Context: an optimization exercise on an open-source flow, tuned for small area, a short achievable clock period and few clock cycles. The choices shown serve that exercise and are no tape-out recipe.
Function was not checked in any run shown here: the RTL went through the layout flow alone.
No activity file was given, so power comes from the tool's default toggle rates.

## design.v

```verilog
module happy_face (
    input wire signed [31:0] s_x,
    input wire signed [31:0] s_y,
    input wire signed [31:0] height,
    input wire __clock,
    input wire __reset,
    input wire __start,
    input wire __ready,
    output reg __valid,
    output reg __done,
    output reg signed [31:0] __output_0,
    output reg signed [31:0] __output_1
);
    localparam [2:0] IDLE = 3'd0, INIT = 3'd1, CIRC = 3'd2, EPRE = 3'd3,
                     EYE = 3'd4, ESW = 3'd5, DONE = 3'd6, NEGM = 3'd7;
    reg [2:0] ph;
    reg [7:0] k;       
    reg eye;           
    reg neg;           
    reg decr;          
    reg contf;         
    reg lastcolf;      
    reg [9:0] x;       
    reg [10:0] y;      
    reg [11:0] s;      
    reg [11:0] g;      
    reg [9:0] q;       
    reg [1:0] r3;      
    reg lastrowf;      
    reg bnegf;         
    wire adv = __ready | ~__valid;
    wire go = ~__start & ~__reset & adv;
    wire iINIT = (ph == INIT);
    wire iCIRC = (ph == CIRC);
    wire iEPRE = (ph == EPRE);
    wire iEYE = (ph == EYE);
    wire iESW = (ph == ESW);
    wire iDONE = (ph == DONE);
    wire iNEGM = (ph == NEGM);
    wire k0 = k[0], k1 = k[1], k2 = k[2], k3 = k[3];
    wire k4 = k[4], k5 = k[5], k6 = k[6], k7 = k[7];
    reg [9:0] xinc;
    reg [10:0] ydec;
    reg [11:0] sinc;
    reg [11:0] sd;
    reg [12:0] sz;     
    integer i;
    always @* begin
        for (i = 0; i < 10; i = i + 1) xinc[i] = x[i] ^ (&(x | ~((10'd1 << i) - 10'd1)));
        for (i = 0; i < 11; i = i + 1) ydec[i] = y[i] ^ (~|(y & ((11'd1 << i) - 11'd1)));
        for (i = 0; i < 12; i = i + 1) sinc[i] = s[i] ^ (&(s | ~((12'd1 << i) - 12'd1)));
        for (i = 0; i < 13; i = i + 1) sz[i] = ~|(s & ((13'd1 << i) - 13'd1));
        for (i = 0; i < 12; i = i + 1) sd[i] = s[i] ^ (decr & sz[i]);
    end
    wire bneg = bnegf;
    wire dec_now = ~g[11] & (|g[10:0]);         
    wire [11:0] ycmp = {y[10], y} - {2'b00, x};
    wire cont_now = ~ycmp[11];                   
    wire qz = (q == 10'd0);
    wire [3:0] dv = {r3, q[9:8]};
    reg [1:0] qd, rn;
    always @* begin
        case (dv)
            4'd0: begin qd = 2'd0; rn = 2'd0; end
            4'd1: begin qd = 2'd0; rn = 2'd1; end
            4'd2: begin qd = 2'd0; rn = 2'd2; end
            4'd3: begin qd = 2'd1; rn = 2'd0; end
            4'd4: begin qd = 2'd1; rn = 2'd1; end
            4'd5: begin qd = 2'd1; rn = 2'd2; end
            4'd6: begin qd = 2'd2; rn = 2'd0; end
            4'd7: begin qd = 2'd2; rn = 2'd1; end
            4'd8: begin qd = 2'd2; rn = 2'd2; end
            4'd9: begin qd = 2'd3; rn = 2'd0; end
            4'd10: begin qd = 2'd3; rn = 2'd1; end
            default: begin qd = 2'd3; rn = 2'd2; end
        endcase
    end
    wire divstep = iCIRC & (x == 10'd0) & (k0 | k1 | k2 | k3 | k4);
    wire [11:0] gop = k1 ? {~ydec, 1'b1} : {1'b0, xinc, 1'b1};
    wire [11:0] gsum;
    hf_add12 u_gadd (.a(g), .b(gop), .ci(k1), .s(gsum));
    wire [11:0] x2 = {1'b0, x, 1'b0};
    wire [11:0] y2 = y[10] ? 12'd2 : {y, 1'b0};    
    wire ysg = y[10];
    wire lastrow = lastrowf;
    wire s0_x2 = iCIRC & k1;
    wire s0_s = (iCIRC & (k3 | (k7 & contf))) | iNEGM;
    wire s0_y2 = iCIRC & k5;
    wire s0_y = iCIRC & k7 & ~contf;
    wire s0_sd = iEYE & lastrow & lastcolf;
    wire [11:0] p0 = ({12{s0_x2}} & x2) | ({12{s0_s}} & s) | ({12{s0_y2}} & y2) |
                     ({12{s0_y}} & {1'b0, y}) | ({12{s0_sd}} & sd) |
                     (iEPRE ? 12'd10 : 12'd0) | (iESW ? 12'd20 : 12'd0);
    wire s1_y2 = iCIRC & (k0 | k1 | k2);
    wire s1_s = (iCIRC & k3) | iINIT | iNEGM;
    wire s1_x2 = iCIRC & (k4 | k5 | k6);
    wire s1_sd = (iCIRC & k7 & contf & ~bneg) | (iEYE & lastrow);
    wire s1_x = iCIRC & k7 & ~contf;
    wire [11:0] p1 = ({12{s1_y2}} & y2) | ({12{s1_s}} & s) | ({12{s1_x2}} & x2) |
                     ({12{s1_sd}} & sd) | ({12{s1_x}} & {2'b00, x}) |
                     (iEPRE ? 12'd5 : 12'd0);
    reg inv0, inv1, c0, c1, en0, en1;
    always @* begin
        inv0 = 1'b0; inv1 = 1'b0; c0 = 1'b0; c1 = 1'b0; en0 = 1'b0; en1 = 1'b0;
        case (ph)
            INIT: en1 = 1'b1;
            CIRC: begin
                if (k0) begin en1 = 1'b1; inv1 = ~ysg; c1 = ~ysg; end
                if (k1) begin en0 = 1'b1; inv0 = 1'b1; c0 = 1'b1;
                              en1 = 1'b1; inv1 = ysg; c1 = ysg; end
                if (k2) begin en1 = 1'b1; inv1 = ~ysg; c1 = ~ysg; end
                if (k3) begin en0 = 1'b1; en1 = 1'b1; end
                if (k4) begin en1 = 1'b1; inv1 = 1'b1; c1 = 1'b1; end
                if (k5) begin en0 = 1'b1; inv0 = ~ysg; c0 = ~ysg; en1 = 1'b1; end
                if (k6) begin en1 = 1'b1; inv1 = 1'b1; c1 = 1'b1; end
                if (k7) begin
                    if (contf) begin
                        en0 = 1'b1; c0 = 1'b1; en1 = 1'b1; inv1 = bneg;
                    end else begin
                        en0 = 1'b1; en1 = 1'b1;
                    end
                end
            end
            EPRE: begin en0 = 1'b1; en1 = 1'b1; end
            EYE: begin
                if (!lastrow) begin
                    en1 = 1'b1; c1 = 1'b1;
                end else if (!lastcolf) begin
                    en0 = 1'b1; c0 = 1'b1; en1 = 1'b1; inv1 = 1'b1; c1 = 1'b1;
                end else if (!eye) begin
                    en0 = 1'b1; inv0 = 1'b1; c0 = 1'b1; en1 = 1'b1; inv1 = 1'b1; c1 = 1'b1;
                end
            end
            ESW: begin en0 = 1'b1; inv0 = 1'b1; c0 = 1'b1; end
            NEGM: begin
                if (~eye & (k0 | k1 | k4 | k5)) begin en1 = 1'b1; inv1 = 1'b1; c1 = 1'b1; end
                if (~eye & (k2 | k3)) en1 = 1'b1;
                if (~eye & k6) begin en0 = 1'b1; en1 = 1'b1; end
                if (eye & (k0 | k1)) begin en0 = 1'b1; inv0 = 1'b1; c0 = 1'b1; end
            end
            default: ;
        endcase
    end
    wire [19:0] hh = {q, x} & {20{neg & (iINIT | iNEGM)}};
    wire [31:0] d0 = {hh, p0} ^ {32{inv0}};
    wire [31:0] d1 = {hh, p1} ^ {32{inv1}};
    wire [31:0] sum0, sum1;
    hf_add32 u_add0 (.a(__output_0), .b(d0), .ci(c0), .s(sum0));
    hf_add32 u_add1 (.a(__output_1), .b(d1), .ci(c1), .s(sum1));
    always @(posedge __clock) begin
        if (__start) begin
            __output_0 <= s_x;
            __output_1 <= s_y;
        end else if (go) begin
            if (en0) __output_0 <= sum0;
            if (en1) __output_1 <= sum1;
        end
    end
    wire exit_eye = iCIRC & k7 & ~contf & ~qz;
    wire col_next = iEYE & lastrow & ~lastcolf;
    wire eye_switch = iEYE & lastrow & lastcolf & ~eye;
    wire x_inc = (iCIRC & k7 & contf) | col_next;
    wire x_clr = exit_eye | eye_switch;
    wire [9:0] x_next = x_inc ? xinc : (x_clr ? 10'd0 : x);
    wire y_dn = (iCIRC & k7 & contf & decr) | (iEYE & ~lastrow);
    wire y_ld = iINIT | iEPRE | col_next | eye_switch;
    wire [10:0] y_next = y_ld ? sd[10:0] : (y_dn ? ydec : y);
    always @(posedge __clock) begin
        if (__start) begin
            x <= height[21:12];
            s <= height[11:0];
            g <= ~height[11:0];
            q <= height[31:22];
            neg <= height[31];
        end else if (go) begin
            if (x_inc | x_clr) x <= x_next;
            if (y_dn | y_ld) y <= y_next;
            if (iCIRC & k7 & contf & ~decr) s <= sinc;
            if (exit_eye) s <= {2'b00, q};
            if ((iCIRC & k0) | (iCIRC & k1 & decr)) g <= gsum;
            if (iINIT & ~neg) begin
                q <= s[9:0];
                r3 <= 2'd0;
            end
            if (divstep) begin
                q <= {q[7:0], qd};
                r3 <= rn;
            end
            if (iCIRC & k2) bnegf <= dec_now & sz[12];
            if (iEPRE | iEYE) lastrowf <= (y_next == 11'd0);
            if (iEPRE | iEYE) lastcolf <= (x_next == sd[9:0]);
        end
    end
    always @(posedge __clock) begin
        if (__start) begin
            ph <= INIT;
            __valid <= 1'b0;
            __done <= 1'b0;
            decr <= 1'b0;
        end else if (__reset) begin
            ph <= IDLE;
            __valid <= 1'b0;
            __done <= 1'b0;
        end else if (adv) begin
            case (ph)
                INIT: begin
                    __valid <= 1'b1;
                    k <= 8'd1;
                    eye <= 1'b0;
                    decr <= 1'b0;
                    ph <= neg ? NEGM : CIRC;
                end
                CIRC: begin
                    k <= {k[6:0], k[7]};
                    if (k2) begin
                        decr <= dec_now;
                        contf <= cont_now;
                    end
                    if (k7 & ~contf) begin
                        if (qz) begin
                            ph <= DONE;
                            __done <= 1'b1;
                        end else begin
                            ph <= EPRE;
                            __valid <= 1'b0;
                            decr <= 1'b1;
                        end
                    end
                end
                EPRE: begin
                    ph <= EYE;
                    __valid <= 1'b1;
                end
                EYE: begin
                    if (lastrow & lastcolf) begin
                        if (!eye) begin
                            ph <= ESW;
                            __valid <= 1'b0;
                            eye <= 1'b1;
                        end else begin
                            ph <= DONE;
                            __done <= 1'b1;
                        end
                    end
                end
                ESW: begin
                    ph <= EYE;
                    __valid <= 1'b1;
                end
                NEGM: begin
                    k <= {k[6:0], k[7]};
                    if (k7) eye <= 1'b1;
                    if (eye & k3) begin
                        __done <= 1'b1;
                        ph <= DONE;
                    end else begin
                        __valid <= ~((~eye & (k0 | k2 | k4)) | (eye & k0));
                    end
                end
                DONE: begin
                    ph <= IDLE;
                    __valid <= 1'b0;
                    __done <= 1'b0;
                end
                default: __valid <= 1'b0;
            endcase
        end
    end
endmodule
module hf_add32 (
    input wire [31:0] a,
    input wire [31:0] b,
    input wire ci,
    output wire [31:0] s
);
    wire [31:0] p = a ^ b;
    wire [31:0] g = a & b;
    wire gc0 = g[0] | (p[0] & ci);
    wire G1 = g[1] | (p[1] & gc0);
    wire G2 = g[3] | (p[3] & g[2]);
    wire P2 = p[3] & p[2];
    wire G3 = g[5] | (p[5] & g[4]);
    wire P3 = p[5] & p[4];
    wire G4 = g[7] | (p[7] & g[6]);
    wire P4 = p[7] & p[6];
    wire G5 = g[9] | (p[9] & g[8]);
    wire P5 = p[9] & p[8];
    wire G6 = g[11] | (p[11] & g[10]);
    wire P6 = p[11] & p[10];
    wire G7 = g[13] | (p[13] & g[12]);
    wire P7 = p[13] & p[12];
    wire G8 = g[15] | (p[15] & g[14]);
    wire P8 = p[15] & p[14];
    wire G9 = g[17] | (p[17] & g[16]);
    wire P9 = p[17] & p[16];
    wire G10 = g[19] | (p[19] & g[18]);
    wire P10 = p[19] & p[18];
    wire G11 = g[21] | (p[21] & g[20]);
    wire P11 = p[21] & p[20];
    wire G12 = g[23] | (p[23] & g[22]);
    wire P12 = p[23] & p[22];
    wire G13 = g[25] | (p[25] & g[24]);
    wire P13 = p[25] & p[24];
    wire G14 = g[27] | (p[27] & g[26]);
    wire P14 = p[27] & p[26];
    wire G15 = g[29] | (p[29] & g[28]);
    wire P15 = p[29] & p[28];
    wire G16 = g[31] | (p[31] & g[30]);
    wire P16 = p[31] & p[30];
    wire G17 = G2 | (P2 & G1);
    wire G18 = G4 | (P4 & G3);
    wire P18 = P4 & P3;
    wire G19 = G6 | (P6 & G5);
    wire P19 = P6 & P5;
    wire G20 = G8 | (P8 & G7);
    wire P20 = P8 & P7;
    wire G21 = G10 | (P10 & G9);
    wire P21 = P10 & P9;
    wire G22 = G12 | (P12 & G11);
    wire P22 = P12 & P11;
    wire G23 = G14 | (P14 & G13);
    wire P23 = P14 & P13;
    wire G24 = G16 | (P16 & G15);
    wire P24 = P16 & P15;
    wire G25 = G18 | (P18 & G17);
    wire G26 = G20 | (P20 & G19);
    wire P26 = P20 & P19;
    wire G27 = G22 | (P22 & G21);
    wire P27 = P22 & P21;
    wire G28 = G24 | (P24 & G23);
    wire P28 = P24 & P23;
    wire G29 = G26 | (P26 & G25);
    wire G30 = G28 | (P28 & G27);
    wire P30 = P28 & P27;
    wire G31 = G30 | (P30 & G29);
    wire G32 = G27 | (P27 & G29);
    wire G33 = G19 | (P19 & G25);
    wire G34 = G21 | (P21 & G29);
    wire G35 = G23 | (P23 & G32);
    wire G36 = G3 | (P3 & G17);
    wire G37 = G5 | (P5 & G25);
    wire G38 = G7 | (P7 & G33);
    wire G39 = G9 | (P9 & G29);
    wire G40 = G11 | (P11 & G34);
    wire G41 = G13 | (P13 & G32);
    wire G42 = G15 | (P15 & G35);
    wire G43 = g[2] | (p[2] & G1);
    wire G44 = g[4] | (p[4] & G17);
    wire G45 = g[6] | (p[6] & G36);
    wire G46 = g[8] | (p[8] & G25);
    wire G47 = g[10] | (p[10] & G37);
    wire G48 = g[12] | (p[12] & G33);
    wire G49 = g[14] | (p[14] & G38);
    wire G50 = g[16] | (p[16] & G29);
    wire G51 = g[18] | (p[18] & G39);
    wire G52 = g[20] | (p[20] & G34);
    wire G53 = g[22] | (p[22] & G40);
    wire G54 = g[24] | (p[24] & G32);
    wire G55 = g[26] | (p[26] & G41);
    wire G56 = g[28] | (p[28] & G35);
    wire G57 = g[30] | (p[30] & G42);
    assign s[0] = p[0] ^ ci;
    assign s[1] = p[1] ^ gc0;
    assign s[2] = p[2] ^ G1;
    assign s[3] = p[3] ^ G43;
    assign s[4] = p[4] ^ G17;
    assign s[5] = p[5] ^ G44;
    assign s[6] = p[6] ^ G36;
    assign s[7] = p[7] ^ G45;
    assign s[8] = p[8] ^ G25;
    assign s[9] = p[9] ^ G46;
    assign s[10] = p[10] ^ G37;
    assign s[11] = p[11] ^ G47;
    assign s[12] = p[12] ^ G33;
    assign s[13] = p[13] ^ G48;
    assign s[14] = p[14] ^ G38;
    assign s[15] = p[15] ^ G49;
    assign s[16] = p[16] ^ G29;
    assign s[17] = p[17] ^ G50;
    assign s[18] = p[18] ^ G39;
    assign s[19] = p[19] ^ G51;
    assign s[20] = p[20] ^ G34;
    assign s[21] = p[21] ^ G52;
    assign s[22] = p[22] ^ G40;
    assign s[23] = p[23] ^ G53;
    assign s[24] = p[24] ^ G32;
    assign s[25] = p[25] ^ G54;
    assign s[26] = p[26] ^ G41;
    assign s[27] = p[27] ^ G55;
    assign s[28] = p[28] ^ G35;
    assign s[29] = p[29] ^ G56;
    assign s[30] = p[30] ^ G42;
    assign s[31] = p[31] ^ G57;
endmodule
module hf_add12 (
    input wire [11:0] a,
    input wire [11:0] b,
    input wire ci,
    output wire [11:0] s
);
    wire [11:0] p = a ^ b;
    wire [11:0] g = a & b;
    wire gc0 = g[0] | (p[0] & ci);
    wire G1 = g[1] | (p[1] & gc0);
    wire G2 = g[3] | (p[3] & g[2]);
    wire P2 = p[3] & p[2];
    wire G3 = g[5] | (p[5] & g[4]);
    wire P3 = p[5] & p[4];
    wire G4 = g[7] | (p[7] & g[6]);
    wire P4 = p[7] & p[6];
    wire G5 = g[9] | (p[9] & g[8]);
    wire P5 = p[9] & p[8];
    wire G6 = g[11] | (p[11] & g[10]);
    wire P6 = p[11] & p[10];
    wire G7 = G2 | (P2 & G1);
    wire G8 = G4 | (P4 & G3);
    wire P8 = P4 & P3;
    wire G9 = G6 | (P6 & G5);
    wire P9 = P6 & P5;
    wire G10 = G8 | (P8 & G7);
    wire G11 = G9 | (P9 & G10);
    wire G12 = G3 | (P3 & G7);
    wire G13 = G5 | (P5 & G10);
    wire G14 = g[2] | (p[2] & G1);
    wire G15 = g[4] | (p[4] & G7);
    wire G16 = g[6] | (p[6] & G12);
    wire G17 = g[8] | (p[8] & G10);
    wire G18 = g[10] | (p[10] & G13);
    assign s[0] = p[0] ^ ci;
    assign s[1] = p[1] ^ gc0;
    assign s[2] = p[2] ^ G1;
    assign s[3] = p[3] ^ G14;
    assign s[4] = p[4] ^ G7;
    assign s[5] = p[5] ^ G15;
    assign s[6] = p[6] ^ G12;
    assign s[7] = p[7] ^ G16;
    assign s[8] = p[8] ^ G10;
    assign s[9] = p[9] ^ G17;
    assign s[10] = p[10] ^ G13;
    assign s[11] = p[11] ^ G18;
endmodule
```

## flow/run.sh

```bash
#!/bin/bash
# Standard layout, with plain buffers on the ports instead of delay buffers, a clock tree of
# smaller buffers without dummy loads, and timing repair that aims well below the clock period.
set -euo pipefail
export BUFFER_PORTS_ARGS="-buffer_cell sky130_fd_sc_hd__buf_1"
export CTS_ARGS="-sink_clustering_enable -repair_clock_nets -dont_use_dummy_load -buf_list {sky130_fd_sc_hd__clkbuf_4 sky130_fd_sc_hd__clkbuf_8}"
export SETUP_SLACK_MARGIN=14.5
bash standard.sh > standard.log 2>&1
```

## standard.sh

```bash
#!/bin/bash
# synth_recipe.tcl (not shown) runs the flow's synth.tcl, then flattens the netlist and writes it again
# the make line also repeats each setting of config.mk as NAME=value (left out here)
make -C /OpenROAD-flow-scripts/flow DESIGN_CONFIG=/design/flow/config.mk WORK_HOME=/design/flow/orfs CLKGATE_MAP_FILE= SYNTH_SCRIPT=/design/flow/synth_recipe.tcl "${@:-finish}"
```

## config.mk

```make
export PLATFORM = sky130hd
export DESIGN_NAME = happy_face
export DESIGN_NICKNAME = happy_face
export VERILOG_FILES = /design/flow/design.v
export SDC_FILE = /design/flow/constraint.sdc
export NUM_CORES = 4
export LEC_CHECK = 0
export CAP_MARGIN = 20
export CORE_MARGIN = 2
export CORE_UTILIZATION = 40
export SLEW_MARGIN = 20
```

## constraint.sdc

```tcl
create_clock -name core_clock -period 20.0 [get_ports {__clock}]
set_input_delay 4.0000 -clock core_clock [delete_from_list [all_inputs] [get_ports {__clock}]]
set_output_delay 4.0000 -clock core_clock [all_outputs]
set_load 0.01 [all_outputs]
```

==> results.yml, run 1 <==
floorplan:
  initial_core_util: 0.408
  core_um2: 30700
  die-width_um: 181
  fp.dieH_um: 181
  ios: 166
  die-area_um2: 32700
  std_cell_rows: 64
timing:
  final-hold-violation-count: 0
  finalSetupViolCount: 0
  fin_tns_setup_ns: 0
  period_share: 0.270
  max_freq_mhz: 185
  tightest_slew_ns: 0.781
  drv_slew: 0
  min_period_ns: 5.39
  holdWs_ns: 0.530
  relSlewSlack: 0.475
  rsz0062_at_grt: "yes"
  skew_ns: 0.0205
grt:
  grt_overflow: 0
  grt_max_degree: 99
  grt_pass1_vias: 10815
  grt_pass1_wl_um: 61400
  track_usage: 0.243
  antenna_found_initial: 1
logic_synthesis:
  yosysSeqAreaShare: 0.333
  ys_types: 76
  synth_edf_count: 135
  syn-cell-area_um2: 12500
  synthFlopType: "edfxtp_1"
  synth-seq-cells: 141
  async_reset_ff_frac: 0
  yosys_warnings: 1
  syn_area_per_cell_um2: 9.15
  synth_cells: 1368
  syn_nets: 1602
clock_tree:
  numCtsBuffers: 17
  clk_latency_ns: 0.47
  clk_pin_slew_ns: 0.08
  cts_root_buf: "clkbuf_8"
  clock-sinks: 141
  clk_path_buf_depth: 2
  cts_hold_buf: 0
  htreeDepth: 4
  cts_tree: "yes"
placed_design:
  io_buffers: 165
  detailed_place_hpwl_um: 30100
  routabilityCongestion: 0.979
detailed_routing:
  vias: 11145
  drtPass1Iterations: 8
  routedWlPerCell_um: 21.3
  first_iter_violations: 1325
  drtAntennaViolNets: 0
  drt_wl_total_um: 40800
  vias_per_cell: 5.81
  drc: 0
pwr:
  p_clk_frac: 0.173
  p_int_uw: 642
  comb_power_share: 0.416
  vdd_drop_max_uv: 34.5
  power.density_nw_per_um2: 72.5
  leakage_nw: 5.56
  p_switching_uw: 404
  p_seq_frac: 0.411
  switching_share: 0.386
job:
  cap_violations: 0
cells_and_area:
  regArea_um2: 4190
  fin_nets: 1758
  drive_above_1_share: 0.106
  multi_input_area_um2: 7990
  syn2layout_area_growth_pct: 15.2
  nFillCells: 2986
worst_setup_path:
  crit_arrival_ns: 5.52
  worstSetupPathType: "in -> reg"
  path_max_fanout: 99
  critPathCaptureType: "flip-flop"
  worstPathBufferInverterCount: 2
  required_ns: 20.12
  cpPeakStageDelay_ns: 0.48
  crit_slowest_cell: "nor3_1"
  cp-start-kind: "input pin"
  critPathTopFamily: "simple AND/OR/NAND/NOR gates"
  worstPathCellList: "buf_8 > buf_16 > nor3_1 > nand2_1 > nand2_2"
hold_path:
  hp-class: "reg -> reg"
outcome:
  outcome: "complete, no violations"
==> cell usage in the layout (no fill, tap or decap), drive strengths merged, types with 6 or more instances in the layout <==
cell	instances
a21boi	11
nor3	21
mux2i	13
nor2b	12
xor2	64
nand4	6
o21a	14
nand3	6
inv	91
and3	12
nand2	183
nor2	70
clkbuf	20
mux2	22
and2	15
a31oi	7
nor4	15
a21o	16
a222oi	15
nand2b	11
buf	210
fa	40
a22oi	12
a221oi	10
a21oi	75
xnor2	76
or3	8
o211ai	6
edfxtp	135
ha	94
o21ai	161
dfxtp	6
==> worst reg2reg max path, cell delays in order, from the launching register on <==
cell and delay, ns:
edfxtp_1 0.43, or3_1 0.43, or3_4 0.44, or3_4 0.40
nor2_1 0.15, o21ai_0 0.12, a21oi_2 0.26, xor2_1 0.17
ha_1 0.27, and2_1 0.18, a221o_1 0.33, nor2b_2 0.17
nor3_4 0.18, o21ai_2 0.10, a41oi_2 0.26, o21a_1 0.17
o21a_1 0.19, fa_1 0.20, xor2_1 0.19, xnor2_1 0.16
xnor2_1 0.13, o21ai_0 0.09
==> synthesized netlist by cell type (5+ instances only) <==
library cell	count	area [µm²]
buf_2	13	65.1
a21boi_0	11	82.6
dfxtp_1	6	120
and2_1	14	87.6
a21oi_1	73	365
a21o_1	16	120
o21ai_0	158	791
and3_1	11	68.8
inv_1	90	338
nand2_1	183	687
fa_1	40	801
ha_1	94	1180
nor2b_1	12	75.1
edfxtp_1	135	4050
nand4_1	6	37.5
nor4_1	15	93.8
a22oi_1	11	82.6
nand2b_1	11	68.8
a31oi_1	7	43.8
o211ai_1	6	45.0
nor3_1	21	105
or3_1	6	37.5
xor2_1	64	561
nand3_1	6	30.0
a221oi_1	10	87.6
mux2i_1	13	130
buf_4	5	37.5
a222oi_1	15	150
clkbuf_1	53	199
nand3b_1	5	37.5
xnor2_1	75	657
o21a_1	13	97.6
a211oi_1	5	37.5
mux2_2	22	248
nor2_1	70	263
==> timing repair <==
item / 4_1_cts / 5_1_grt
endpoints found under the setup margin: 218 / 130
buffers inserted: 23 / 15
resized for setup: 61 / 30
gates cloned: 3 / 3
pin swaps: 13 / 9
==> per-layer routing <==
metal  up-vias  part of all wire  track usage
met1      5301              0.42        0.325
met5         -                 0            0
met2       562              0.45        0.382
li1       5166                 -            -
met3       116             0.086       0.0520
met4         0             0.043        0.103
==> registers in the layout (all words and copies together) (netlist names), 2 cells and up <==
signal,flops
g,12
r3,2
__output_0,32
ph,3
x,10
k,8
y,11
q,10
s,12
__output_1,32
==> path summary, 6_finish.rpt <==
kind,start,end,slack [ns],cells past startpoint
min reg2reg,__done,__done,0.53,2
max reg2reg,s[5],__output_0[31],14.68,21
max,__start,s[6],14.61,5
min,__done,__done,0.53,2
==> stage by stage <==
| step | cells | setup slack (ns) | power (mW) | util | instance area [µm²] |
|---|---|---|---|---|---|
| 6_report | 1919 | 14.61 | 1.05 | 0.470 | 14400 |
| 2_1_floorplan | 1368 | 14.36 | 0.712 | - | 12600 |
| 3_3_place_gp | 1856 | 12.55 | 0.825 | 0.436 | 13400 |
| 4_1_cts | 1899 | 14.49 | 1.04 | 0.460 | 14100 |
| 3_5_place_dp | 1856 | 12.48 | 0.837 | 0.436 | 13400 |
| 5_1_grt | 1919 | 14.43 | 1.12 | 0.470 | 14400 |
==> power groups by stage <==
stage | clock network (mW) | logic, mW | registers [mW]
2_1_floorplan | 0 | 0.287 | 0.425
5_1_grt | 0.193 | 0.492 | 0.435
6_report | 0.181 | 0.435 | 0.429
3_5_place_dp | 0 | 0.399 | 0.438
3_3_place_gp | 0 | 0.388 | 0.437
4_1_cts | 0.184 | 0.423 | 0.429
==> cell families (layout without fill, tap and decap cells) <==
family,Yosys count,count (layout),synth area share
flip-flops,141,141,0.334
other,0,1,0
AND/OR/NAND/NOR,379,380,0.140
multiplexers,35,35,0.0302
XOR/XNOR,140,140,0.0995
AO/OA/AOI/OAI,367,370,0.181
adder cells (fa/ha/maj),134,134,0.158
buffers and inverters,172,322,0.0574
==> final cells by class <==
class | count | area share
Sequential cell | 141 | 0.290
Tap cell | 396 | 0.0344
Inverter | 92 | 0.0245
Timing Repair Buffer | 213 | 0.0802
Antenna cell | 1 | 0.000174
Multi-Input combinational cell | 1059 | 0.554
Clock buffer | 17 | 0.0162
==> run 2: changes to the inputs <==
--- a/config.mk
+++ b/config.mk
@@ -6,4 +6,5 @@
 export NUM_CORES = 4
 export LEC_CHECK = 0
+export ABC_AREA = 1
 export CAP_MARGIN = 20
 export CORE_MARGIN = 2
==> run 2 against run 1 <==
Setup slack improved by 0.039 ns. Hold slack got worse by 0.064 ns. Cell area up 0.48%. Sequential cell count unchanged. Synthesized cell count is 20% higher. Register-to-register slack better by 0.23 ns. Critical path depth grew 1. Maximum frequency up 0.73%. Power is 12% higher.
==> results.yml, run 2 <==
outcome:
  outcome: "complete, no violations"
cells_and_area:
  final_common_cell: "nand2_1"
  reg_top3: "__output_0 (32), __output_1 (32)"
  syn2layout_area_growth_pct: 12.7
  final_area_um2: 14500
  n_antenna_cell: 0
  drive_above_1_share: 0.0710
  nFillCells: 3252
  mostFrequentLayoutCells: "nand2_1, inv_1, buf_1"
  fin_nets: 2039
detailed_routing:
  drt_wl_total_um: 45200
  vias: 12137
  routedWlPerCell_um: 20.5
  drtAntennaViolNets: 0
  drc: 0
  drtPass1Iterations: 8
  vias_per_cell: 5.50
  first_iter_violations: 1052
clock_tree:
  cts_root_buf: "clkbuf_8"
  cts_tree: "yes"
  clk_pin_slew_ns: 0.07
  htreeDepth: 4
  cts_hold_buf: 0
  numCtsBuffers: 17
  clk_path_buf_depth: 2
  clock-sinks: 141
  clk_latency_ns: 0.50
floorplan:
  die-width_um: 183
  die-area_um2: 33600
  ios: 166
  core_um2: 31600
  initial_core_util: 0.407
  fp.dieH_um: 183
  std_cell_rows: 65
timing:
  min_period_ns: 5.35
  max_freq_mhz: 187
  drv_slew: 0
  holdWs_ns: 0.467
  skew_ns: 0.0424
  relSlewSlack: 0.186
  tightest_slew_ns: 1.19
  final-hold-violation-count: 0
  rsz0062_at_grt: "no"
  finalSetupViolCount: 0
  period_share: 0.268
  fin_tns_setup_ns: 0
logic_synthesis:
  syn_nets: 1874
  ys_types: 53
  synthFlopType: "edfxtp_1"
  synthTopCellsByCount: "nand2_1, inv_1, edfxtp_1, nor2_1, o21ai_0"
  yosysSeqAreaShare: 0.325
  synth_edf_count: 135
  syn-cell-area_um2: 12800
  synth_cells: 1640
  yosys_warnings: 1
  synth-seq-cells: 141
  synth.area.top_cells: "edfxtp_1, nand2_1, ha_1"
  syn_area_per_cell_um2: 7.83
  yosysMostFrequentCell: "nand2_1"
  yosys.area.top_type: "edfxtp_1"
  async_reset_ff_frac: 0
  yosys.area.top_type_share: 0.316
placed_design:
  io_buffers: 165
  routabilityCongestion: 0.997
  dpl-instance-area_um2: 13800
  detailed_place_hpwl_um: 34900
worst_setup_path:
  path_max_fanout: 69
  worstSetupPathType: "in -> reg"
  crit_arrival_ns: 5.54
  critPathCaptureType: "flip-flop"
  required_ns: 20.19
  cp-start-kind: "input pin"
grt:
  grt_util_met2: 0.424
  use_met3: 0.0401
  track_usage: 0.268
  grt_pass1_wl_um: 67400
  grtUsageMet1: 0.366
  busiest_layer: "met2"
  grt_max_degree: 70
  grt_overflow: 0
  grt_pass1_vias: 11407
  antenna_found_initial: 0
hold_path:
  hp-class: "reg -> reg"
job:
  cap_violations: 0
pwr:
  leakage_nw: 6.70
  power.density_nw_per_um2: 81.2
  vdd_drop_max_uv: 38.5
run 2: cell types whose count changed in the layout (fill, tap and decap cells not counted), sizes merged, moves of 22 or more:
cell / previous run / this run
xor2: 64 / 91
mux2: 22 / 0
nand3: 6 / 83
o21ai: 161 / 125
xnor2: 76 / 17
nand2: 183 / 397
inv: 91 / 226
nor2: 70 / 142
run 2: final timing paths:
| kind | startpoint | endpoint | cells after the start | slack, ns |
|---|---|---|---|---|
| hold reg to reg | __valid | __valid | 2 | 0.47 |
| setup reg to reg | k[7] | __output_0[31] | 24 | 14.91 |
| setup / recovery | __start | q[7] | 6 | 14.65 |
| hold / removal | __valid | __valid | 2 | 0.47 |
run 2: where the power goes:
part / switching, mW / internal (mW) / leakage, nW
logic: 0.342 / 0.208 / 5.23
clock network: 0.107 / 0.0748 / 0.122
registers: 0.0502 / 0.393 / 1.35
total: 0.500 / 0.676 / 6.70
run 2: stage by stage:
stage / setup WS [ns] / util / total power [mW] / cells
global placement: 12.77 / 0.437 / 0.966 / 2163
detailed placement: 12.90 / 0.438 / 0.980 / 2164
finish: 14.65 / 0.459 / 1.18 / 2205
floorplan: 14.32 / - / 0.817 / 1640
CTS: 14.51 / 0.451 / 1.17 / 2188
global route: 14.51 / 0.459 / 1.27 / 2205
run 2: per-layer routing:
| layer | up-vias | wire (µm) | share of wire |
|---|---|---|---|
| li1 | 5759 | - | - |
| met1 | 5738 | 20000 | 0.44 |
| met2 | 544 | 20300 | 0.45 |
| met3 | 96 | 3160 | 0.070 |
| met4 | 0 | 1830 | 0.040 |
| met5 | - | 0 | 0 |
run 2: cell type report:
cell class	instances	area (µm²)	area share
Clock buffer	17	234	0.0162
Inverter	231	883	0.0610
Multi-Input combinational cell	1220	7730	0.534
Sequential cell	141	4180	0.288
Tap cell	402	503	0.0347
Timing Repair Buffer	194	950	0.0656
run 2: logic make-up after synthesis:
family | count (synthesis) | synth area share
adders and majority gates | 134 | 0.154
DFF | 141 | 0.325
buffers and inverters | 281 | 0.0884
and+or+nand+nor | 666 | 0.218
xor gates and xnor gates | 108 | 0.0742
AOI/OAI and AO/OA | 310 | 0.141
run 2: critical path, stage by stage:
cell,delay [ns]
buf_8,0.28
buf_16,0.30
clkinvlp_4,0.21
buf_6,0.23
o21ai_0,0.12
buf_4,0.20
run 2: timing repair:
item	4_1_cts	5_1_grt
cloned	2	1
buffers inserted	5	16
gates resized for setup	21	28
pin swaps	1	5
hold endpoints to repair	0	0
endpoints found under the setup margin	196	77

==> port drivers added, routing unchanged <==
How much do the figures lean on ideal ports? The routed layouts below were timed once more, with nothing changed but the port constraints.
Step 1: set_driving_cell puts a clkbuf_16 on __clock and a buf_2 on each other input, an assumption about the parent block.
Step 2 also shifts input and output timing later by t, the mid clock arrival at the registers, as if the neighbouring blocks saw the same clock.
Slacks: no drivers / after step 1 / after step 2; pairs: no drivers / after step 1.
run | t (ns) | slack for setup (ns) | worst slew at a driven data input, ns
run 1 | 0.500 | 14.609 / 14.608 / 14.108 | 0.09
run 2 | 0.530 | 14.648 / 14.648 / 14.117 | 0.05
After both steps every run listed still meets setup and hold. The setup slack of run 2, which loses most, moves by 0.000 ns with the drivers and by -0.531 ns with both steps.
